Context: an optimization exercise on an open-source flow, tuned for a short achievable clock period and few clock cycles. The choices shown serve that exercise and are no tape-out recipe.
At most, simulation tests tie the RTL to the original design; equivalence was not proved.
No functional check of the RTL was part of run 1.
Power is estimated from default activity; no workload was simulated.

### design/flow/config.mk
export PLATFORM = sky130hd
export DESIGN_NAME = cpu
export DESIGN_NICKNAME = cpu
export VERILOG_FILES = /design/flow/design.v
export SDC_FILE = /design/flow/constraint.sdc
export NUM_CORES = 4
export LEC_CHECK = 0
export CAP_MARGIN = 20
export CORE_MARGIN = 2
export CORE_UTILIZATION = 55
export PLACE_DENSITY = 0.7
export SLEW_MARGIN = 20
export SYNTH_HIERARCHICAL = 1
### design/flow/constraint.sdc
create_clock -name core_clock -period 13.0 [get_ports {clk}]
set_input_delay 2.6000 -clock core_clock [delete_from_list [all_inputs] [get_ports {clk}]]
set_output_delay 2.6000 -clock core_clock [all_outputs]
set_load 0.01 [all_outputs]
### design/flow/design.v
module pcinc(input  [15:0] pc,
             output [15:0] pc2,
             output [10:0] hip, him);
  assign pc2 = pc + 16'd2;
  assign hip = pc[15:5] + 11'd1;
  assign him = pc[15:5] - 11'd1;
endmodule
module cmux #(parameter WIDTH = 11)
             (input              s,
              input  [WIDTH-1:0] d1, d0,
              output [WIDTH-1:0] y);
  assign y = s ? d1 : d0;
endmodule
module nsel #(parameter WIDTH = 11)
             (input              pt, c,
              input  [WIDTH-1:0] t1, t0, n,
              output [WIDTH-1:0] y);
  assign y = pt ? (c ? t1 : t0) : n;
endmodule
module bpred(input  [3:0] op,
             input        i11, i4,
             input  [2:0] rs, rd, xd,
             input        xk, xz,
             output       pt);
  wire fbr = (op[3:2] == 2'b10);
  wire fps = fbr & (i4 | op[0] | (~op[1] & i11));
  wire zc  = fbr & op[1] & (i11 | (rs == 3'd0));
  wire r0  = (rd == 3'd0);
  wire hx  = zc & ((xk & (rd == xd)) | r0);
  assign pt = hx ? (op[0] ^ (xz | r0)) : fps;
endmodule
module ao4 #(parameter WIDTH = 16)
            (input              s0, s1, s2, s3,
             input  [WIDTH-1:0] d0, d1, d2, d3,
             output [WIDTH-1:0] y);
  assign y = ({WIDTH{s0}} & d0) | ({WIDTH{s1}} & d1) | ({WIDTH{s2}} & d2) | ({WIDTH{s3}} & d3);
endmodule
module fdec(input  [3:0] op,
            output       sj, sr, sb, ss);
  assign sj = op[3] & op[2] & ~op[1];
  assign sr = op[3] & op[2] & op[1] & ~op[0];
  assign sb = op[3] & ~op[2];
  assign ss = ~op[3] | (op[3] & op[2] & op[1] & op[0]);
endmodule
module ksadd(input  [15:0] a, b,
             input         cin,
             output [15:0] s);
  wire [15:0] p = a ^ b;
  wire [15:0] g [0:4];
  wire [15:0] q [0:4];
  assign g[0] = (a & b) | {15'd0, p[0] & cin};
  assign q[0] = p;
  genvar l, k;
  generate
    for (l = 0; l < 4; l = l + 1) begin : lvl
      for (k = 0; k < 16; k = k + 1) begin : bitk
        if (k >= (1 << l)) begin : comb
          assign g[l+1][k] = g[l][k] | (q[l][k] & g[l][k - (1 << l)]);
          assign q[l+1][k] = q[l][k] & q[l][k - (1 << l)];
        end else begin : pass
          assign g[l+1][k] = g[l][k];
          assign q[l+1][k] = q[l][k];
        end
      end
    end
  endgenerate
  assign s = p ^ {g[4][14:0], cin};
endmodule
module kscarry(input  [15:0] a, b,
               input         cin,
               output        cout);
  wire [15:0] p = a ^ b;
  wire [15:0] g [0:4];
  wire [15:0] q [0:4];
  assign g[0] = (a & b) | {15'd0, p[0] & cin};
  assign q[0] = p;
  genvar l, k;
  generate
    for (l = 0; l < 4; l = l + 1) begin : lvl
      for (k = 0; k < 16; k = k + 1) begin : bitk
        if (k >= (1 << l)) begin : comb
          assign g[l+1][k] = g[l][k] | (q[l][k] & g[l][k - (1 << l)]);
          assign q[l+1][k] = q[l][k] & q[l][k - (1 << l)];
        end else begin : pass
          assign g[l+1][k] = g[l][k];
          assign q[l+1][k] = q[l][k];
        end
      end
    end
  endgenerate
  assign cout = g[4][15];
endmodule
module misl(input  eq, lt, m2, m1, m0, rw, st,
            output mis, sel);
  assign mis = (eq & m2) | (~eq & (lt ? m1 : m0)) | rw;
  assign sel = (eq & m2) | (~eq & (lt ? m1 : m0)) | rw | st;
endmodule
module dec8(input  [2:0] a,
            output [7:0] y);
  assign y = 8'd1 << a;
endmodule
module pg5(input  [4:0] a, b,
           output [4:0] p, g);
  assign p = a ^ b;
  assign g = a & b;
endmodule
module pfx5(input  [4:0] p, g,
            output [4:0] c);
  wire [4:0] g1 = g  | (p  & {g[3:0],  1'b0});
  wire [4:0] p1 = p  & {p[3:0],  1'b0};
  wire [4:0] g2 = g1 | (p1 & {g1[2:0], 2'b0});
  wire [4:0] p2 = p1 & {p1[2:0], 2'b0};
  assign c = g2 | (p2 & {g2[0], 4'b0});
endmodule
module ksadd5(input  [4:0] a, b,
              output [4:0] s,
              output       co);
  wire [4:0] p, g, c;
  pg5 u_pg(a, b, p, g);
  pfx5 u_c(p, g, c);
  assign s  = p ^ {c[3:0], 1'b0};
  assign co = c[4];
endmodule
module cpu(input         clk, reset,
           input  [15:0] dataout, instruction,
           output        MemRd, MemWr,
           output [15:0] datain, instrAddr, dataAddr);
  reg [15:0] pc;           
  reg [15:0] ras;          
  reg        xv;           
  reg [7:1]  xao, xbo;     
  reg [7:0]  xsa, xsb;     
  reg [2:0]  xd;           
  reg        xwe;          
  reg        xand, xcall, xsub;  
  reg        ximm;         
  reg [15:0] xi;           
  reg        xld, xbyte, xsx, xst, xsv;
  reg [8:0]  xs9;          
  reg [2:0]  xtk;          
  reg        xbr;          
  reg        xret, xpt;    
  reg [15:0] xpc2, xpcb;   
  reg [15:0] xrt;          
  reg        xla, xlb;     
  reg        xls;          
  reg [15:0] mres, mdata;
  reg [15:0] maddr;        
  reg [7:1]  mwe;          
  reg [7:1]  mwl;          
  reg        mld, mbyte, msx, mwr;
  reg [15:0] r1, r2, r3, r4, r5, r6, r7;
  reg [15:0] xni;          
  reg        xzk;          
  wire [15:0] ldv = mbyte ? {{8{msx & dataout[7]}}, dataout[7:0]} : dataout;
  wire [7:0]  xdo = 8'd1 << xd;
  wire [15:0] av = ({16{xsa[0]}} & mres) | ({16{xsa[1]}} & r1) | ({16{xsa[2]}} & r2) |
                   ({16{xsa[3]}} & r3)   | ({16{xsa[4]}} & r4) | ({16{xsa[5]}} & r5) |
                   ({16{xsa[6]}} & r6)   | ({16{xsa[7]}} & r7);
  wire [15:0] bv = ({16{xsb[0]}} & mres) | ({16{xsb[1]}} & r1) | ({16{xsb[2]}} & r2) |
                   ({16{xsb[3]}} & r3)   | ({16{xsb[4]}} & r4) | ({16{xsb[5]}} & r5) |
                   ({16{xsb[6]}} & r6)   | ({16{xsb[7]}} & r7);
  wire        st = xv & (xla | xlb);           
  wire        go = xv & ~st;                   
  wire [15:0] bop = ximm ? xi : bv;
  wire [15:0] sum, dif;
  ksadd adda(av, bop, 1'b0, sum);
  ksadd adds(av, ~bv, 1'b1, dif);
  wire [15:0] res = xcall ? xpc2 : xand ? (av & bop) : xsub ? dif : sum;
  wire        eq = (av == bv);
  wire        nlt;
  kscarry cmpc({~av[15], av[14:0]}, {bv[15], ~bv[14:0]}, 1'b1, nlt);
  wire        lt = ~nlt;
  wire [2:0]  xm  = {3{xbr}} & (xtk ^ {3{xpt}});    
  wire [2:0]  gm  = {3{go}} & xm;
  wire        mis, mis2;    
  wire        rw = go & xret & (av != xrt);
  wire        sel, sel2;
  misl ml(eq, lt, gm[2], gm[1], gm[0], rw, st, mis, sel);
  misl ml2(eq, lt, gm[2], gm[1], gm[0], rw, st, mis2, sel2);
  wire [15:0] xbt;          
  ksadd btx(xpcb, xi, 1'b0, xbt);
  wire [15:0] redir = st ? pc : xret ? av : xpt ? xpc2 : xbt;
  wire [7:0]  xe  = {r7 == xni, r6 == xni, r5 == xni, r4 == xni, r3 == xni, r2 == xni, r1 == xni,
                     mres == xni};
  wire        xz  = |(xsa & xe);
  wire [15:0] i  = instruction;
  wire [3:0]  op = i[15:12];
  wire [15:0] pc2;
  wire [10:0] hip, him;
  pcinc pci(pc, pc2, hip, him);
  wire [5:0]  lo;
  ksadd5 loa(pc[4:0], i[4:0], lo[4:0], lo[5]);
  wire [4:0]  lod1, lod2;
  wire        c5b, c5c;
  ksadd5 loa1(pc[4:0], i[4:0], lod1, c5b);
  ksadd5 loa2(pc[4:0], i[4:0], lod2, c5c);
  wire        c5 = lo[5];    
  wire [15:0] jt = {pc2[15:13], i[11:0], 1'b0};
  wire fbr  = (op[3:2] == 2'b10);
  wire fj   = (op[3:1] == 3'b110);
  wire fret = (op == 4'd14);
  wire [3:0] fpq;
  wire       fxk = xv & xwe & xzk;
  bpred bp0(op, i[11], i[4], i[7:5], i[10:8], xd, fxk, xz, fpq[0]);
  bpred bp1(op, i[11], i[4], i[7:5], i[10:8], xd, fxk, xz, fpq[1]);
  bpred bp2(op, i[11], i[4], i[7:5], i[10:8], xd, fxk, xz, fpq[2]);
  bpred bp3(op, i[11], i[4], i[7:5], i[10:8], xd, fxk, xz, fpq[3]);
  wire       fpt = fpq[0];
  wire [10:0] bt1 = i[4] ? pc[15:5] : hip;
  wire [10:0] bt0 = i[4] ? him : pc[15:5];
  wire        sj, sr, sb, ss;
  fdec fd0(op, sj, sr, sb, ss);
  wire [15:0] p1, p0, pn, t1, t0, tn, fn, pcd;
  ao4 #(16) a1(sj, sr, ss, sb, jt, ras, pc2, {bt1, lo[4:0]}, p1);    
  ao4 #(16) a0(sj, sr, ss, sb, jt, ras, pc2, {bt0, lo[4:0]}, p0);    
  ao4 #(16) an(sj, sr, ss, sb, jt, ras, pc2, pc2, pn);               
  assign t1 = p1;
  assign t0 = p0;
  assign tn = pn;
  nsel #(4) pcm3(fpq[3], c5, t1[15:12], t0[15:12], tn[15:12], fn[15:12]);
  nsel #(4) pcm2(fpq[2], c5b, t1[11:8], t0[11:8], tn[11:8], fn[11:8]);
  nsel #(4) pcm1(fpq[1], c5c, t1[7:4], t0[7:4], tn[7:4], fn[7:4]);
  nsel #(4) pcm0(fpq[0], c5, t1[3:0], t0[3:0], tn[3:0], fn[3:0]);
  cmux #(8) kmh(sel, redir[15:8], fn[15:8], pcd[15:8]);
  cmux #(8) kml(sel2, redir[7:0], fn[7:0], pcd[7:0]);
  reg [2:0] ftk;
  always @(*)
    case (op[1:0])
      2'd0: ftk = 3'b110;    
      2'd1: ftk = 3'b101;    
      2'd2: ftk = 3'b100;    
      default: ftk = 3'b011;  
    endcase
  wire fR    = ~op[3] & ~op[2] & ~(op[1] & op[0]);           
  wire fA75  = (~op[3] & (op[2] | (op[1] & op[0]))) | (fbr & ~i[11]);
  wire fA7   = fret;
  wire fA119 = (op == 4'd15);
  wire fB108 = (op == 4'd7) | fbr;
  wire [7:0] d86  = 8'd1 << i[8:6];
  wire [7:0] d75  = 8'd1 << i[7:5];
  wire [7:0] d119 = 8'd1 << i[11:9];
  wire [7:0] d53  = 8'd1 << i[5:3];
  wire [7:0] d108 = 8'd1 << i[10:8];
  wire [7:0] fao = ({8{fR}} & d86) | ({8{fA75}} & d75) | ({8{fA119}} & d119) | ({8{fA7}} & 8'h80);
  wire [7:0] fbo = ({8{fR}} & d53) | ({8{fB108}} & d108);
  wire [7:1] xwd = {7{xv & xwe}} & xdo[7:1];
  wire       xw  = xv & xwe;
  wire       e86 = (i[8:6] == xd), e75 = (i[7:5] == xd), e119 = (i[11:9] == xd);
  wire       e53 = (i[5:3] == xd), e108 = (i[10:8] == xd), e7 = (xd == 3'd7);
  wire       ffa = xw & ((fR & e86) | (fA75 & e75) | (fA119 & e119) | (fA7 & e7));
  wire       ffb = xw & ((fR & e53) | (fB108 & e108));
  wire [2:0] fd  = fR ? i[11:9] : (op == 4'd13) ? 3'd7 : i[10:8];
  wire       fwe = (fR | (~op[3] & (op[2] ^ (op[1] & op[0]))) | (op == 4'd13)) & (fd != 3'd0);
  wire       fimm = ~fR;
  wire       fld  = (op == 4'd5) | (op == 4'd6);
  wire       fst  = (op == 4'd7) | (op == 4'd15);
  wire       fsv  = (op == 4'd15);
  wire       fand = (op == 4'd0) | (op == 4'd4);
  wire       fsub = (op == 4'd2);
  wire [15:0] fi  = (op == 4'd15) ? 16'd0 : {{11{i[4] & (op != 4'd4)}}, i[4:0]};
  always @(posedge clk or posedge reset)
    if (reset) begin
      pc <= 16'd0;
      xv <= 1'b0;
    end else begin
      pc <= pcd;
      xv <= ~mis;       
    end
  always @(posedge clk)
    if (!st && op == 4'd13) ras <= pc2;
  always @(posedge clk)
    if (st) begin
      xsa <= {xao, 1'b0}; xsb <= {xbo, 1'b0}; xla <= 1'b0; xlb <= 1'b0; xls <= 1'b0;
    end else begin
      xao <= fao[7:1]; xbo <= fbo[7:1];
      xsa <= {fao[7:1] & ~xwd, ffa};
      xsb <= {fbo[7:1] & ~xwd, ffb};
      xla <= ffa & xld; xlb <= ffb & xld & (op != 4'd7); xls <= ffb & xld & (op == 4'd7);
      xd <= fd; xwe <= fwe; xand <= fand; xsub <= fsub; xcall <= (op == 4'd13);
      ximm <= fimm; xi <= fi;
      xld <= fld; xbyte <= (op == 4'd6); xsx <= i[11]; xst <= fst; xsv <= fsv;
      xs9 <= i[8:0];
      xtk <= ftk; xbr <= fbr;
      xret <= fret; xpt <= fpt;
      xzk <= (op == 4'd3);
      xpc2 <= pc2; xpcb <= pc; xrt <= ras;
    end
  always @(posedge clk or posedge reset)
    if (reset) begin
      mwe <= 7'd0; mld <= 1'b0; mwr <= 1'b0; mwl <= 7'd0;
    end else begin
      mwe <= (go & xwe) ? xdo[7:1] : 7'd0; mld <= go & xld; mwr <= go & xst;
      mwl <= (go & xwe & xld) ? xdo[7:1] : 7'd0;
    end
  always @(posedge clk)
    xni <= 16'd0 - fi;
  always @(posedge clk) begin
    mres  <= res;
    maddr <= sum;
    mdata <= xsv ? {{7{xs9[8]}}, xs9} : xls ? ldv : bv;
    mbyte <= xbyte;
    msx   <= xsx;
  end
  always @(posedge clk) begin
    if (mwe[1]) r1 <= mwl[1] ? ldv : mres;
    if (mwe[2]) r2 <= mwl[2] ? ldv : mres;
    if (mwe[3]) r3 <= mwl[3] ? ldv : mres;
    if (mwe[4]) r4 <= mwl[4] ? ldv : mres;
    if (mwe[5]) r5 <= mwl[5] ? ldv : mres;
    if (mwe[6]) r6 <= mwl[6] ? ldv : mres;
    if (mwe[7]) r7 <= mwl[7] ? ldv : mres;
  end
  assign instrAddr = pc;
  assign dataAddr  = maddr;
  assign datain    = mdata;
  assign MemRd     = mld;
  assign MemWr     = mwr;
endmodule
### design/flow/flow/run.sh
#!/bin/bash
# Own flow: the standard layout, with two changes to how it is made (the clock period
# and constraints are unchanged):
#  - the port buffers that buffer_ports inserts are plain buffers (buf_2), not whatever cell
#    it picks by default (a delay cell on this platform);
#  - repair_timing aims for more setup slack than the default.
set -euo pipefail
bash standard.sh SETUP_SLACK_MARGIN=9.3 'BUFFER_PORTS_ARGS=-buffer_cell sky130_fd_sc_hd__buf_2' finish > flow_standard.log 2>&1
### design/flow/standard.sh
#!/bin/bash
# synth_recipe.tcl (not shown) runs the flow's synth.tcl, then flattens the netlist and writes it again
# the make line also repeats each setting of config.mk as NAME=value (left out here)
make -C /OpenROAD-flow-scripts/flow DESIGN_CONFIG=/design/flow/config.mk WORK_HOME=/design/flow/orfs CLKGATE_MAP_FILE= SYNTH_SCRIPT=/design/flow/synth_recipe.tcl "${@:-finish}"
==> results.sh, run 1 <==
export IMPL_port_buffers=83
export IMPL_finalNetCount=2510
export IMPL_htreeDepth=2
export IMPL_seqCellArea_um2=9300
export IMPL_cp_slowest_cell="mux2_4"
export IMPL_crit_fanout=3
export IMPL_hold_class="reg -> reg"
export IMPL_reg2reg_from="r2[0]$_DFFE_PP_"
export IMPL_arrival_ns=4.33
export IMPL_path_clk_slew_ns=0.06
export IMPL_place_congestion=0.999
export IMPL_drt_total_wl_mm=78.4
export IMPL_grt_pass1_wl_mm=115
export IMPL_tns_ns=0
export IMPL_endpoint_kind="flip-flop"
export IMPL_grt_max_degree=79
export IMPL_design_core_area_um2=41100
export IMPL_crit_path_end="pc[4]$_DFF_PP0_"
export IMPL_first_iter_violations=2520
export IMPL_vias_per_cell=6.69
export IMPL_num_vias=19719
export IMPL_numCtsBuffers=40
export IMPL_r2r_end="mres[15]$_DFF_P_"
export IMPL_synthesis_area_um2=23000
export IMPL_dieWidth_um=209
export IMPL_cp_num_cells=11
export IMPL_grt_total_usage_pct=35.0
export IMPL_wl_per_cell_um=26.6
export IMPL_yosysWarnings=9
export IMPL_hold_viol_final=0
export IMPL_p_per_area_nw_per_um2=192
export IMPL_synthToLayoutAreaGrowth_pct=14.3
export IMPL_fin_skew_ns=0.0132
export IMPL_worst_path_buf_inv=1
export IMPL_drive_gt1_share_pct=23.0
export IMPL_post_route_period_util_pct=29.8
export IMPL_synth_cells=2298
export IMPL_pin_count=84
export IMPL_antenna_found_initial=0
export IMPL_worstSetupStartpointType="input port"
export IMPL_slew_headroom_pct=22.7
export IMPL_placed_cell_area_um2=23500
export IMPL_critPathKind="in -> reg"
export IMPL_grt_overflow_total=0
export IMPL_finalSetupViolCount=0
export IMPL_critical_path_top_delay_family="compound AO/OA/AOI/OAI gates"
export IMPL_floorplan_rows=74
export IMPL_fmax_ghz=0.258
export IMPL_multi_input_area_um2=13100
export IMPL_num_fill_cells=3339
export IMPL_p_total_uw=5060
export IMPL_die_h_um=209
export IMPL_drc=0
export IMPL_worst_slew_pin_slew_ns=1.16
export IMPL_run_status="no timing/DRC/antenna violations"
export IMPL_dp_hpwl_mm=52.6
export IMPL_crit_top_cell="a21o_1"
export IMPL_die_area_um2=43500
export IMPL_cts_tree="built"
export IMPL_cpPeakStageDelay_ns=0.27
export IMPL_rr_worst_depth=15
export IMPL_cts_num_sinks=341
export IMPL_reg2reg_slack_ns=9.20
export IMPL_initial_core_util_pct=56.0
export IMPL_p_leak_uw=0.0101
export IMPL_required_ns=13.45
export IMPL_drv_cap=0
export IMPL_grt_pass1_vias=18282
export IMPL_avgSynthCellArea_um2=10.0
export IMPL_path_cells="buf_12 > ha_4 > a21o_1 > a21o_1 > a21o_1 > xor2_2 > a22oi_2 > nand2_1 > mux2i_1 > a21oi_1 > mux2_4"
export IMPL_cts_hold_buf=0
export IMPL_finalMaxSlewViolations=0
export IMPL_fin_crit_ns=3.88
export IMPL_startpoint="instruction[1]"
export IMPL_clk_insertion_delay_late_ns=0.58
export IMPL_rsz0062_at_grt="yes"
export IMPL_fin_area_um2=26300
export IMPL_drtPass1Iterations=6
export IMPL_cts_root_buffer="clkbuf_16"
export IMPL_ant_nets=0
export IMPL_clockBufferDepth=3
export IMPL_ir_worst_vdd_mv=0.110
-- worst min-delay path by stage --
stage                          from  depth (start not counted)            end
finish              xbyte$_DFFE_PN_                          0  mbyte$_DFF_P_
global route          xsx$_DFFE_PN_                          0    msx$_DFF_P_
CTS                   xsx$_DFFE_PN_                          0    msx$_DFF_P_
detailed placement    xsx$_DFFE_PN_                          0    msx$_DFF_P_
global placement      xsx$_DFFE_PN_                          0    msx$_DFF_P_
floorplan           xbyte$_DFFE_PN_                          0  mbyte$_DFF_P_
-- stage by stage --
stage / setup slack [ns] / utilization (%) / hold slack (ns) / cells
finish: 9.12 / 64.0 / 0.359 / 2949
global route: 9.00 / 64.0 / 0.357 / 2948
CTS: 9.16 / 62.5 / 0.348 / 2904
detailed placement: 7.94 / 57.3 / 0.335 / 2778
global placement: 8.02 / 57.3 / 0.325 / 2778
floorplan: 8.78 / - / 0.323 / 2303
-- final cells by class --
class,instances,area share (%)
clock buffer,50,4.02
timing repair buffer,208,6.38
tap,532,2.53
multi-input combinational,1734,49.8
antenna,1,0.00951
inverter,59,0.871
clock inverter,24,1.03
sequential,341,35.3
-- report_power, final --
| part | internal, µW | total (µW) | leakage (µW) | switching [µW] |
|---|---|---|---|---|
| logic | 971 | 2220 | 0.00608 | 1250 |
| clock network | 667 | 1160 | 0.000643 | 491 |
| registers | 1430 | 1680 | 0.00334 | 249 |
-- repair_timing --
item                       4_1_cts  5_1_grt
gates cloned                     4        1
setup buffers                   48       43
setup endpoints to repair       66       61
pin swaps                       15       32
resized for setup              118       50
-- worst register-to-register path: stages, from the launching register on --
cell and delay [ns]:
edfxtp_1 0.44, a22oi_1 0.24, nand4_1 0.20, buf_4 0.21, mux2_4 0.28, fa_2 0.36, buf_4 0.15, a211o_1 0.29
and3b_1 0.25, o2111ai_1 0.27, mux2i_1 0.21, nor2_1 0.09, mux2i_1 0.13, nor2_1 0.07, a31oi_2 0.28, o21ai_1 0.18
-- layer usage --
metal	share of wire [%]	vias up	global-route usage, %
li1	-	8721	-
met1	41	9504	49.3
met2	43	1275	53.1
met3	12	219	7.34
met4	4.1	0	13.2
met5	0	-	0
-- cell usage in the layout, fill, tap and decap left out, drive strengths merged, types with 64 or more instances in the layout --
cell type and n:
mux2i 66, nand2 156, buf 206, a22oi 225
nand4 64, a21oi 162, edfxtp 225, xor2 87
ha 86, mux2 99, o21ai 74, inv 64
dfxtp 83, nor2 209, xnor2 151
==> run 2, diff against run 1 <==
--- a/design/flow/design.v
+++ b/design/flow/design.v
@@ -100,25 +100,28 @@
   assign y = 8'd1 << a;
 endmodule
-module pg5(input  [4:0] a, b,
-           output [4:0] p, g);
-  assign p = a ^ b;
-  assign g = a & b;
-endmodule
-module pfx5(input  [4:0] p, g,
-            output [4:0] c);
-  wire [4:0] g1 = g  | (p  & {g[3:0],  1'b0});
-  wire [4:0] p1 = p  & {p[3:0],  1'b0};
-  wire [4:0] g2 = g1 | (p1 & {g1[2:0], 2'b0});
-  wire [4:0] p2 = p1 & {p1[2:0], 2'b0};
-  assign c = g2 | (p2 & {g2[0], 4'b0});
-endmodule
 module ksadd5(input  [4:0] a, b,
               output [4:0] s,
               output       co);
-  wire [4:0] p, g, c;
-  pg5 u_pg(a, b, p, g);
-  pfx5 u_c(p, g, c);
-  assign s  = p ^ {c[3:0], 1'b0};
-  assign co = c[4];
+  wire [4:0] p = a ^ b;
+  wire [4:0] g [0:3];
+  wire [4:0] q [0:3];
+  assign g[0] = a & b;
+  assign q[0] = p;
+  genvar l, k;
+  generate
+    for (l = 0; l < 3; l = l + 1) begin : lvl
+      for (k = 0; k < 5; k = k + 1) begin : bitk
+        if (k >= (1 << l)) begin : comb
+          assign g[l+1][k] = g[l][k] | (q[l][k] & g[l][k - (1 << l)]);
+          assign q[l+1][k] = q[l][k] & q[l][k - (1 << l)];
+        end else begin : pass
+          assign g[l+1][k] = g[l][k];
+          assign q[l+1][k] = q[l][k];
+        end
+      end
+    end
+  endgenerate
+  assign s  = p ^ {g[3][3:0], 1'b0};
+  assign co = g[3][4];
 endmodule
 module cpu(input         clk, reset,
@@ -192,8 +195,4 @@
   wire [5:0]  lo;
   ksadd5 loa(pc[4:0], i[4:0], lo[4:0], lo[5]);
-  wire [4:0]  lod1, lod2;
-  wire        c5b, c5c;
-  ksadd5 loa1(pc[4:0], i[4:0], lod1, c5b);
-  ksadd5 loa2(pc[4:0], i[4:0], lod2, c5c);
   wire        c5 = lo[5];    
   wire [15:0] jt = {pc2[15:13], i[11:0], 1'b0};
@@ -212,14 +211,12 @@
   wire        sj, sr, sb, ss;
   fdec fd0(op, sj, sr, sb, ss);
-  wire [15:0] p1, p0, pn, t1, t0, tn, fn, pcd;
-  ao4 #(16) a1(sj, sr, ss, sb, jt, ras, pc2, {bt1, lo[4:0]}, p1);    
-  ao4 #(16) a0(sj, sr, ss, sb, jt, ras, pc2, {bt0, lo[4:0]}, p0);    
-  ao4 #(16) an(sj, sr, ss, sb, jt, ras, pc2, pc2, pn);               
-  assign t1 = p1;
-  assign t0 = p0;
+  wire [15:0] pn, t1, t0, tn, fn, pcd;
+  ao4 #(16) an(sj, sr, ss, sb, jt, ras, pc2, pc2, pn);
+  assign t1 = {bt1, lo[4:0]};    
+  assign t0 = {bt0, lo[4:0]};    
   assign tn = pn;
   nsel #(4) pcm3(fpq[3], c5, t1[15:12], t0[15:12], tn[15:12], fn[15:12]);
-  nsel #(4) pcm2(fpq[2], c5b, t1[11:8], t0[11:8], tn[11:8], fn[11:8]);
-  nsel #(4) pcm1(fpq[1], c5c, t1[7:4], t0[7:4], tn[7:4], fn[7:4]);
+  nsel #(4) pcm2(fpq[2], c5, t1[11:8], t0[11:8], tn[11:8], fn[11:8]);
+  nsel #(4) pcm1(fpq[1], c5, t1[7:4], t0[7:4], tn[7:4], fn[7:4]);
   nsel #(4) pcm0(fpq[0], c5, t1[3:0], t0[3:0], tn[3:0], fn[3:0]);
   cmux #(8) kmh(sel, redir[15:8], fn[15:8], pcd[15:8]);
==> results.sh, run 2 <==
export IMPL_run_status="no timing/DRC/antenna violations"
export IMPL_diodes=0
export IMPL_wl_per_cell_um=26.6
export IMPL_worst_path_buf_inv=3
export IMPL_power_switching_uw=1860
export IMPL_floorplan_rows=73
export IMPL_drc=0
export IMPL_die_h_um=204
export IMPL_path_cells="buf_8 > ha_4 > a211o_1 > o211ai_1 > a21oi_4 > buf_6 > buf_12 > mux2i_1 > a21oi_1 > mux2_4"
export IMPL_power_share_sequential_pct=34.5
export IMPL_num_vias=18771
export IMPL_grt_max_degree=80
export IMPL_p_per_area_nw_per_um2=193
export IMPL_fmax_ghz=0.259
export IMPL_r2r_end="pc[14]$_DFF_PP0_"
export IMPL_clockBufferDepth=3
export IMPL_yosysWarnings=10
export IMPL_fin_crit_ns=3.86
export IMPL_critical_path_top_delay_family="compound AO/OA/AOI/OAI gates"
export IMPL_multi_input_area_um2=12100
export IMPL_place_congestion=1.01
export IMPL_reg2reg_from="xsa[5]$_DFF_P_"
export IMPL_avgSynthCellArea_um2=10.1
export IMPL_htreeDepth=2
export IMPL_vias_per_cell=6.65
export IMPL_drv_cap=0
export IMPL_ir_worst_vdd_mv=0.133
export IMPL_finalSetupViolCount=0
export IMPL_num_fill_cells=3110
export IMPL_synthToLayoutAreaGrowth_pct=15.0
export IMPL_drtPass1Iterations=8
export IMPL_final_cell_mix="edfxtp_1, nor2_1, xnor2_1"
export IMPL_arrival_ns=4.31
export IMPL_required_ns=13.45
export IMPL_clkPwrFrac_pct=22.9
export IMPL_seqCellArea_um2=9300
export IMPL_initial_core_util_pct=55.6
export IMPL_dieWidth_um=204
export IMPL_rr_worst_depth=13
export IMPL_synth_cells=2172
export IMPL_port_buffers=83
export IMPL_antenna_found_initial=0
export IMPL_p_int_uw=3010
export IMPL_slew_headroom_pct=22.6
export IMPL_drive_gt1_share_pct=23.3
export IMPL_hold_class="reg -> reg"
export IMPL_cp_slowest_cell="a211o_1"
export IMPL_grt_pass1_vias=17431
export IMPL_crit_fanout=6
export IMPL_preCtsSetupSlack_ns=8.04
export IMPL_numCtsBuffers=39
export IMPL_path_clk_slew_ns=0.06
export IMPL_final_common_cell="edfxtp_1"
export IMPL_endpoint_kind="flip-flop"
export IMPL_cts_tree="built"
export IMPL_drt_total_wl_mm=75.0
export IMPL_dp_hpwl_mm=51.2
export IMPL_design_core_area_um2=39500
export IMPL_placed_cell_area_um2=22500
export IMPL_rsz0062_at_grt="yes"
export IMPL_tns_ns=0
export IMPL_fin_area_um2=25300
export IMPL_synthesis_area_um2=22000
export IMPL_fin_skew_ns=0.0195
export IMPL_cpPeakStageDelay_ns=0.31
export IMPL_hp_start="xsx$_DFFE_PN_"
export IMPL_setup_slack_ns=9.14
export IMPL_worstSetupStartpointType="input port"
export IMPL_fin_cells=2822
export IMPL_finalMaxSlewViolations=0
export IMPL_combinationalPowerShare_pct=42.5
export IMPL_ant_nets=0
export IMPL_die_area_um2=41600
export IMPL_first_iter_violations=2497
export IMPL_reg2reg_slack_ns=9.35
export IMPL_grt_total_usage_pct=35.2
export IMPL_switching_share_pct=38.2
export IMPL_grt_overflow_total=0
export IMPL_cts_num_sinks=341
export IMPL_pin_count=84
export IMPL_hold_depth=0
export IMPL_clk_insertion_delay_late_ns=0.57
export IMPL_dp_cells=2646
export IMPL_cts_root_buffer="clkbuf_16"
export IMPL_critPathKind="in -> reg"
export IMPL_worst_slew_pin_slew_ns=1.16
export IMPL_grt_pass1_wl_mm=110
export IMPL_hold_viol_final=0
export IMPL_post_route_period_util_pct=29.7
export IMPL_hold_path_end="msx$_DFF_P_"
export IMPL_p_leak_uw=0.00961
export IMPL_finalNetCount=2385
==> run 2: per-layer routing <==
layer  vias up  part of all wire [%]  global-route usage (%)
li1       8237                     -                       -
met1      9058                    40                    48.3
met2      1220                    44                    53.4
met3       256                    10                    6.07
met4         0                   5.7                    18.8
met5         -                     0                       0
==> run 2: worst max-delay path by stage <==
stage / from / cells past startpoint / to / slack (ns)
6_report: instruction[1] / 10 / pc[15]$_DFF_PP0_ / 9.14
3_3_place_gp: instruction[4] / 7 / pc[11]$_DFF_PP0_ / 7.75
5_1_grt: instruction[1] / 10 / pc[13]$_DFF_PP0_ / 9.11
2_1_floorplan: instruction[1] / 8 / pc[0]$_DFF_PP0_ / 8.93
3_5_place_dp: instruction[4] / 7 / pc[15]$_DFF_PP0_ / 8.04
4_1_cts: pc[7]$_DFF_PP0_ / 1 / instrAddr[7] / 9.17
==> run 2: cell type report <==
class,count,area share [%]
Inverter,64,0.980
Clock buffer,52,4.30
Clock inverter,18,0.812
Timing Repair inverter,1,0.0297
Sequential cell,341,36.8
Multi-Input combinational cell,1613,48.0
Timing Repair Buffer,208,6.43
Tap cell,525,2.60
==> run 2: power groups by stage <==
stage          registers (µW)  logic [µW]  clock network [µW]
4_1_cts                  1680        1960                1130
5_1_grt                  1700        2230                1170
2_1_floorplan            1570        1400                   0
3_3_place_gp             1760        1670                   0
3_5_place_dp             1770        1710                   0
6_report                 1680        2070                1120
==> run 2: through the flow <==
step / util, % / hold slack [ns] / total power [µW]
after floorplan: - / 0.323 / 2970
after global placement: 57.0 / 0.325 / 3430
after detailed placement: 57.0 / 0.334 / 3470
after CTS: 62.2 / 0.347 / 4760
after global routing: 63.9 / 0.348 / 5090
final: 63.9 / 0.345 / 4870
==> run 2: what timing repair did <==
| item | CTS | global route |
|---|---|---|
| pin swaps | 15 | 31 |
| gates resized for setup | 99 | 55 |
| setup buffers | 47 | 55 |
| endpoints found under the setup margin | 62 | 78 |
| cloned | 1 | 1 |
| hold endpoints to repair | 0 | 0 |
| hold buffers | 0 | 0 |
Testbench counts of run 2, summed over its fixed seeds: cycles 9,499.
==> run 3, diff against run 2 <==
--- a/design/flow/flow/run.sh
+++ b/design/flow/flow/run.sh
@@ -6,3 +6,3 @@
 #  - repair_timing aims for more setup slack than the default.
 set -euo pipefail
-bash standard.sh SETUP_SLACK_MARGIN=9.3 'BUFFER_PORTS_ARGS=-buffer_cell sky130_fd_sc_hd__buf_2' finish > flow_standard.log 2>&1
+bash standard.sh SETUP_SLACK_MARGIN=9.2 'BUFFER_PORTS_ARGS=-buffer_cell sky130_fd_sc_hd__buf_2' finish > flow_standard.log 2>&1
==> results.sh, run 3 <==
export IMPL_run_status="no timing/DRC/antenna violations"
export IMPL_place_congestion=0.961
export IMPL_dp_hpwl_mm=50.6
export IMPL_reg2reg_from="xsa[3]$_DFF_P_"
export IMPL_final_cell_mix="edfxtp_1, nor2_1, a21oi_1"
export IMPL_port_buffers=83
export IMPL_cts_hold_buf=0
export IMPL_power_switching_uw=1840
export IMPL_cts_num_sinks=341
export IMPL_required_ns=13.44
export IMPL_ant_nets=0
export IMPL_grt_total_usage_pct=35.0
export IMPL_p_leak_uw=0.00944
export IMPL_worstSetupStartpointType="input port"
export IMPL_pin_count=84
export IMPL_initial_core_util_pct=55.6
export IMPL_critPathKind="in -> reg"
export IMPL_vias_per_cell=6.60
export IMPL_final_common_cell="edfxtp_1"
export IMPL_drt_total_wl_mm=74.2
export IMPL_finalSetupViolCount=0
export IMPL_fin_crit_ns=3.83
export IMPL_grt_overflow_total=0
export IMPL_final_util_pct=62.8
export IMPL_num_vias=18433
export IMPL_endpoint_kind="flip-flop"
export IMPL_combinationalPowerShare_pct=40.9
export IMPL_clockBufferDepth=3
export IMPL_hold_viol_final=0
export IMPL_drtPass1Iterations=6
export IMPL_htreeDepth=2
export IMPL_ir_worst_vdd_mv=0.155
export IMPL_hp_start="xbyte$_DFFE_PN_"
export IMPL_die_area_um2=41600
export IMPL_cts_tree="built"
export IMPL_diodes=0
export IMPL_finalNetCount=2355
export IMPL_slew_headroom_pct=17.1
export IMPL_clk_insertion_delay_late_ns=0.58
export IMPL_grt_pass1_vias=17446
export IMPL_antenna_found_initial=2
export IMPL_switching_share_pct=37.6
export IMPL_path_clk_slew_ns=0.06
export IMPL_yosysWarnings=10
export IMPL_first_iter_violations=2344
export IMPL_hold_class="reg -> reg"
export IMPL_design_core_area_um2=39500
export IMPL_post_route_period_util_pct=29.5
export IMPL_arrival_ns=4.27
export IMPL_floorplan_rows=73
export IMPL_worst_slew_pin_slew_ns=1.24
export IMPL_synthToLayoutAreaGrowth_pct=13.0
export IMPL_clkPwrFrac_pct=24.7
export IMPL_p_per_area_nw_per_um2=197
export IMPL_tns_ns=0
export IMPL_fmax_ghz=0.261
export IMPL_dp_cells=2647
export IMPL_fin_cells=2792
export IMPL_p_int_uw=3050
export IMPL_die_h_um=204
export IMPL_rsz0062_at_grt="yes"
export IMPL_grt_max_degree=78
export IMPL_synthesis_area_um2=22000
export IMPL_crit_fanout=8
export IMPL_wl_per_cell_um=26.6
export IMPL_avgSynthCellArea_um2=10.1
export IMPL_dieWidth_um=204
export IMPL_cts_root_buffer="clkbuf_16"
export IMPL_grt_pass1_wl_mm=109
export IMPL_fin_skew_ns=0.0329
export IMPL_drv_cap=0
export IMPL_hold_depth=0
export IMPL_finalMaxSlewViolations=0
export IMPL_power_share_sequential_pct=34.4
export IMPL_rr_worst_depth=12
export IMPL_numCtsBuffers=38
export IMPL_drive_gt1_share_pct=21.1
export IMPL_drc=0
export IMPL_holdWs_ns=0.345
export IMPL_synth_cells=2172
export IMPL_startpoint="instruction[1]"
run 3: per-layer routing:
metal / vias to the layer above / wire length (µm) / GRT usage (%)
met3: 236 / 7770 / 5.82
met2: 1198 / 32300 / 53.5
met4: 4 / 3970 / 17.5
li1: 8156 / - / -
met1: 8839 / 30100 / 48.3
met5: - / 23 / 0
run 3: what timing repair did:
item / in CTS / in global routing
gates resized for setup: 58 / 41
setup endpoints to repair: 69 / 59
pin swaps: 4 / 22
cloned: 0 / 1
hold endpoints to repair: 0 / 0
buffers inserted: 27 / 48
run 3: worst paths after layout:
kind                       slack (ns)          endpoint
hold / removal                   0.35     mbyte$_DFF_P_
hold reg to reg                  0.35     mbyte$_DFF_P_
setup reg to reg                 9.22  pc[12]$_DFF_PP0_
min in group asynchronous        2.14     mld$_DFF_PP0_
setup / recovery                 9.17   pc[3]$_DFF_PP0_
max in group asynchronous       10.47   pc[9]$_DFF_PP0_
run 3: metrics by stage:
stage | setup slack [ns] | power (µW) | cell area, µm²
after floorplan | 8.93 | 2970 | 22100
after global placement | 7.74 | 3430 | 22500
after detailed placement | 8.01 | 3480 | 22500
after CTS | 9.08 | 4780 | 24300
after global routing | 9.10 | 5110 | 24800
final | 9.17 | 4890 | 24800
run 3: critical path: stages:
cell and delay [ns]:
buf_8 0.10, ha_4 0.25, a211o_1 0.13, o211ai_1 0.15, a21oi_4 0.26, buf_12 0.18, mux2i_2 0.25, a21oi_1 0.09
mux2_4 0.27
run 3: layout make-up:
type | count | area, µm²
Inverter | 64 | 243
Multi-Input combinational cell | 1613 | 12000
Clock buffer | 48 | 1040
Fill cell | 3204 | 14700
Timing Repair Buffer | 180 | 1280
Clock inverter | 21 | 344
Sequential cell | 341 | 9310
Tap cell | 525 | 657
run 3: power by group through the flow:
stage | registers (µW) | logic (µW) | clock network (µW)
after CTS | 1670 | 1890 | 1210
after detailed placement | 1770 | 1710 | 0
after global placement | 1760 | 1670 | 0
after global routing | 1700 | 2160 | 1250
after floorplan | 1570 | 1400 | 0
final | 1680 | 2000 | 1210
==> run 4, diff against run 3 <==
--- a/design/flow/design.v
+++ b/design/flow/design.v
@@ -125,4 +125,11 @@
   assign co = g[3][4];
 endmodule
+module carry5(input  [4:0] a, b,
+              output       c);
+  wire [4:0] g = a & b;
+  wire [4:0] t = a | b;
+  assign c = g[4] | (t[4] & g[3]) | (t[4] & t[3] & g[2]) | (t[4] & t[3] & t[2] & g[1]) |
+             (t[4] & t[3] & t[2] & t[1] & g[0]);
+endmodule
 module cpu(input         clk, reset,
            input  [15:0] dataout, instruction,
@@ -194,5 +201,7 @@
   pcinc pci(pc, pc2, hip, him);
   wire [5:0]  lo;
-  ksadd5 loa(pc[4:0], i[4:0], lo[4:0], lo[5]);
+  wire        lo5n;    
+  ksadd5 loa(pc[4:0], i[4:0], lo[4:0], lo5n);
+  carry5 lca(pc[4:0], i[4:0], lo[5]);
   wire        c5 = lo[5];    
   wire [15:0] jt = {pc2[15:13], i[11:0], 1'b0};
==> results.sh, run 4 <==
export IMPL_drv_cap=0
export IMPL_crit_fanout=2
export IMPL_cts_tree="built"
export IMPL_path_clk_slew_ns=0.06
export IMPL_dieWidth_um=204
export IMPL_drtPass1Iterations=7
export IMPL_endpoint_kind="output pin"
export IMPL_drive_gt1_share_pct=20.5
export IMPL_avgSynthCellArea_um2=10.1
export IMPL_p_leak_uw=0.00936
export IMPL_p_per_area_nw_per_um2=192
export IMPL_path_cells="buf_6"
export IMPL_fin_skew_ns=0.0295
export IMPL_place_congestion=0.974
export IMPL_floorplan_rows=73
export IMPL_arrival_ns=1.20
export IMPL_die_h_um=204
export IMPL_yosysWarnings=10
export IMPL_ir_worst_vdd_mv=0.119
export IMPL_antenna_found_initial=1
export IMPL_numCtsBuffers=37
export IMPL_diodes=0
export IMPL_grt_overflow_total=0
export IMPL_gr_usage_met2_pct=52.7
export IMPL_clkPwrFrac_pct=22.5
export IMPL_ant_nets=0
export IMPL_busiest_layer="met2"
export IMPL_final_util_pct=62.1
export IMPL_worstSetupStartpointType="flip-flop"
export IMPL_grt_total_usage_pct=35.2
export IMPL_run_status="no timing/DRC/antenna violations"
export IMPL_worst_path_buf_inv=1
export IMPL_clk_insertion_delay_late_ns=0.58
export IMPL_preCtsSetupSlack_ns=8.22
export IMPL_synthesis_area_um2=22000
export IMPL_hold_class="reg -> reg"
export IMPL_setup_slack_ns=9.20
export IMPL_use_met3_pct=6.31
export IMPL_finalNetCount=2353
export IMPL_required_ns=10.40
export IMPL_num_vias=18376
export IMPL_finalMaxSlewViolations=0
export IMPL_grt_pass1_wl_mm=109
export IMPL_final_cell_mix="edfxtp_1, nor2_1, a21oi_1"
export IMPL_dp_hpwl_mm=51.8
export IMPL_finalSetupViolCount=0
export IMPL_fmax_ghz=0.263
export IMPL_final_common_cell="edfxtp_1"
export IMPL_drc=0
export IMPL_cpPeakStageDelay_ns=0.51
export IMPL_die_area_um2=41500
export IMPL_first_iter_violations=2447
export IMPL_cts_hold_buf=0
export IMPL_drt_total_wl_mm=74.6
export IMPL_slew_headroom_pct=21.0
export IMPL_grt_pass1_vias=17150
export IMPL_cts_num_sinks=341
export IMPL_grtUsageMet1_pct=50.1
export IMPL_vias_per_cell=6.59
export IMPL_synth_cells=2175
export IMPL_num_fill_cells=3238
export IMPL_cp_slowest_cell="dfrtp_4"
export IMPL_power_switching_uw=1830
export IMPL_tns_ns=0
export IMPL_worst_slew_pin_slew_ns=1.18
export IMPL_critical_path_top_delay_family="flip-flops"
export IMPL_initial_core_util_pct=55.5
export IMPL_design_core_area_um2=39500
export IMPL_switching_share_pct=38.7
export IMPL_wl_per_cell_um=26.7
export IMPL_fin_crit_ns=3.80
export IMPL_grt_max_degree=76
export IMPL_pin_count=84
export IMPL_p_int_uw=2890
export IMPL_cts_root_buffer="clkbuf_16"
export IMPL_power_share_sequential_pct=35.6
export IMPL_port_buffers=83
export IMPL_clockBufferDepth=3
export IMPL_rsz0062_at_grt="yes"
export IMPL_post_route_period_util_pct=29.2
export IMPL_critPathKind="reg -> out"
export IMPL_combinationalPowerShare_pct=41.9
export IMPL_synthToLayoutAreaGrowth_pct=11.9
export IMPL_htreeDepth=2
export IMPL_hold_viol_final=0
run 4: final timing paths:
| path | startpoint | depth (start not counted) | slack (ns) | to |
|---|---|---|---|---|
| max | pc[7]$_DFF_PP0_ | 1 | 9.20 | instrAddr[7] |
| max reg2reg | xsb[6]$_DFF_P_ | 13 | 9.27 | mres[13]$_DFF_P_ |
| min reg2reg | xsx$_DFFE_PN_ | 0 | 0.35 | msx$_DFF_P_ |
| max in group asynchronous | reset | 3 | 10.47 | pc[9]$_DFF_PP0_ |
| min | xsx$_DFFE_PN_ | 0 | 0.35 | msx$_DFF_P_ |
| min in group asynchronous | reset | 3 | 2.14 | mwl[6]$_DFF_PP0_ |
run 4: final cells by class:
| cell class | instances | area, µm² | area share [%] |
|---|---|---|---|
| Multi-Input combinational cell | 1615 | 11900 | 48.6 |
| Sequential cell | 341 | 9310 | 37.9 |
| Timing Repair Buffer | 177 | 1250 | 5.09 |
| Clock buffer | 46 | 960 | 3.91 |
| Tap cell | 525 | 657 | 2.67 |
| Inverter | 64 | 240 | 0.978 |
| Clock inverter | 21 | 223 | 0.906 |
run 4: metal layers:
layer,vias to the layer above,share of wire [%]
li1,8168,-
met3,232,11
met4,2,4.9
met2,1190,43
met1,8784,41
met5,-,0.017
run 4: per-stage QoR:
stage,power [µW],hold WS [ns],instances,cell area (µm²)
6_report,4720,0.348,2789,24600
5_1_grt,4940,0.368,2789,24600
4_1_cts,4630,0.348,2749,24000
3_5_place_dp,3480,0.331,2649,22500
3_3_place_gp,3440,0.330,2648,22400
2_1_floorplan,2950,0.323,2178,22100
run 4: power groups by stage:
| stage | clock network (µW) | logic [µW] | registers [µW] |
|---|---|---|---|
| after CTS | 1070 | 1890 | 1670 |
| after detailed placement | 0 | 1710 | 1770 |
| final | 1060 | 1980 | 1680 |
| after global placement | 0 | 1670 | 1760 |
| after floorplan | 0 | 1380 | 1570 |
| after global routing | 1110 | 2140 | 1690 |
run 4: what timing repair did:
action / in CTS / in global routing
setup endpoints to repair: 69 / 64
setup buffers: 33 / 38
gates resized for setup: 57 / 38
pin swaps: 9 / 21
Testbench counts of run 4, summed over its fixed seeds: cycles 9,499.
==> run 5, diff against run 4 <==
--- a/design/flow/flow/run.sh
+++ b/design/flow/flow/run.sh
@@ -6,3 +6,3 @@
 #  - repair_timing aims for more setup slack than the default.
 set -euo pipefail
-bash standard.sh SETUP_SLACK_MARGIN=9.2 'BUFFER_PORTS_ARGS=-buffer_cell sky130_fd_sc_hd__buf_2' finish > flow_standard.log 2>&1
+bash standard.sh SETUP_SLACK_MARGIN=9.3 'BUFFER_PORTS_ARGS=-buffer_cell sky130_fd_sc_hd__buf_2' finish > flow_standard.log 2>&1
==> results.sh, run 5 <==
export IMPL_run_status="no timing/DRC/antenna violations"
export IMPL_hold_viol_final=0
export IMPL_drc=0
export IMPL_post_route_period_util_pct=29.5
export IMPL_num_vias=19015
export IMPL_ant_nets=0
export IMPL_drtPass1Iterations=7
export IMPL_ir_worst_vdd_mv=0.146
export IMPL_seqCellArea_um2=9310
export IMPL_multi_input_area_um2=12300
export IMPL_final_cell_mix="edfxtp_1, nor2_1, a21oi_1"
export IMPL_fin_cells=2833
export IMPL_finalMaxSlewViolations=0
export IMPL_cts_hold_buf=0
export IMPL_critPathKind="reg -> out"
export IMPL_die_area_um2=41500
export IMPL_dp_cells=2656
export IMPL_endpoint_kind="output pin"
export IMPL_cts_num_sinks=341
export IMPL_place_congestion=0.983
export IMPL_preCtsSetupSlack_ns=8.19
export IMPL_hold_class="reg -> reg"
export IMPL_drive_gt1_share_pct=24.7
export IMPL_fin_crit_ns=3.84
export IMPL_synthesis_area_um2=22000
export IMPL_die_h_um=204
export IMPL_initial_core_util_pct=55.5
export IMPL_avgSynthCellArea_um2=10.1
export IMPL_drv_cap=0
export IMPL_reg2reg_from="xsb[3]$_DFF_P_"
export IMPL_yosysWarnings=10
export IMPL_hp_start="xsx$_DFFE_PN_"
export IMPL_synthToLayoutAreaGrowth_pct=17.3
export IMPL_grt_overflow_total=0
export IMPL_numCtsBuffers=40
export IMPL_clk_insertion_delay_late_ns=0.60
export IMPL_num_fill_cells=3133
export IMPL_diodes=0
export IMPL_cts_tree="built"
export IMPL_vias_per_cell=6.71
export IMPL_finalNetCount=2394
export IMPL_wl_per_cell_um=27.7
export IMPL_clockBufferDepth=3
export IMPL_pin_count=84
export IMPL_worstSetupStartpointType="flip-flop"
export IMPL_finalSetupViolCount=0
export IMPL_fmax_ghz=0.261
export IMPL_antenna_found_initial=1
export IMPL_port_buffers=83
export IMPL_final_common_cell="edfxtp_1"
export IMPL_path_clk_slew_ns=0.07
export IMPL_dp_hpwl_mm=52.2
export IMPL_grt_pass1_wl_mm=113
export IMPL_rsz0062_at_grt="yes"
export IMPL_startpoint="pc[7]$_DFF_PP0_"
export IMPL_p_per_area_nw_per_um2=196
export IMPL_arrival_ns=1.24
export IMPL_htreeDepth=2
export IMPL_dieWidth_um=204
export IMPL_p_leak_uw=0.00981
export IMPL_design_core_area_um2=39500
export IMPL_tns_ns=0
export IMPL_synth_cells=2175
export IMPL_setup_slack_ns=9.16
export IMPL_drt_total_wl_mm=78.5
export IMPL_grt_max_degree=80
export IMPL_floorplan_rows=73
export IMPL_cts_root_buffer="clkbuf_16"
export IMPL_worst_slew_pin_slew_ns=1.18
export IMPL_grt_pass1_vias=17548
export IMPL_first_iter_violations=2582
export IMPL_crit_fanout=2
export IMPL_grt_total_usage_pct=36.5
export IMPL_fin_skew_ns=0.0424
export IMPL_slew_headroom_pct=21.2
export IMPL_required_ns=10.40
run 5: layer usage:
metal,track usage (%),vias up,part of all wire [%]
met2,54.6,1433,43
met5,0,-,0
met3,6.73,292,12
met1,51.6,9027,39
met4,16.2,0,5.3
li1,-,8263,-
run 5: through the flow:
step	cell area (µm²)	hold WS, ns	total power [µW]	util (%)
2_1_floorplan	22200	0.323	2960	-
3_5_place_dp	22600	0.341	3490	57.1
4_1_cts	24700	0.354	4840	62.4
3_3_place_gp	22500	0.329	3440	57.0
5_1_grt	25700	0.376	5260	65.1
6_report	25700	0.354	5040	65.1
run 5: critical path, cell delays in order, from the launching register on:
cell     delay, ns
dfrtp_1       0.41
buf_12        0.14
buf_6         0.11
run 5: cell type report:
type / instances / share of cell area [%]
clock buffers: 55 / 4.63
clock inverters: 18 / 0.904
inverters: 64 / 0.952
multi-input cells: 1616 / 47.9
flip-flops and latches: 341 / 36.1
well taps: 525 / 2.55
repair buffers: 214 / 6.91
run 5: final timing paths:
| check | to | slack (ns) | cells after the start |
|---|---|---|---|
| worst min register to register | msx$_DFF_P_ | 0.35 | 0 |
| max in group asynchronous | pc[8]$_DFF_PP0_ | 10.53 | 3 |
| worst max register to register | mres[10]$_DFF_P_ | 9.17 | 14 |
| min in group asynchronous | mld$_DFF_PP0_ | 2.10 | 3 |
| worst min-delay path | msx$_DFF_P_ | 0.35 | 0 |
| worst max-delay path | instrAddr[7] | 9.16 | 2 |
run 5: repair_timing:
action                                  CTS  global route
pin swaps                                15            44
gates resized for setup                  87           118
endpoints found under the setup margin   58            72
gates cloned                              1             1
buffers inserted                         48            54
run 5: power breakdown:
group | total, µW | switching, µW | internal (µW)
Sequential | 1690 | 259 | 1430
Clock | 1210 | 498 | 712
Combinational | 2140 | 1200 | 949
Total | 5040 | 1950 | 3090

==> separate check: timing with driven ports <==
The results above use ideal ports. As a check the final layouts listed here were re-extracted and re-timed, cells and wires unchanged.
Step 1, drivers: a clkbuf_16 drives clk and a buf_2 each remaining input, both assumed.
Step 2 moves the port delays by t, midway between the first and last clock arrival at a register: inputs arrive t later, outputs are due t later. That takes back most of the time a late clock gives input paths.
Slacks: ideal / step 1 / step 2; pairs: ideal / step 1.
run | shift t [ns] | slack for setup (ns) | hold WS [ns]
run 1 | 0.633 | 9.123 / 9.121 / 8.502 | 0.359 / 0.359 / 0.359
run 2 | 0.613 | 9.141 / 9.136 / 8.543 | 0.345 / 0.345 / 0.345
run 3 | 0.615 | 9.171 / 9.147 / 8.568 | 0.345 / 0.345 / 0.345
run 4 | 0.623 | 9.201 / 9.143 / 8.641 | 0.348 / 0.348 / 0.348
run 5 | 0.636 | 9.163 / 9.105 / 8.566 | 0.354 / 0.354 / 0.354
After both steps every run listed still meets setup and hold. For run 1, which loses most, drivers alone change the setup slack by -0.002 ns; drivers and shift together by -0.621 ns.
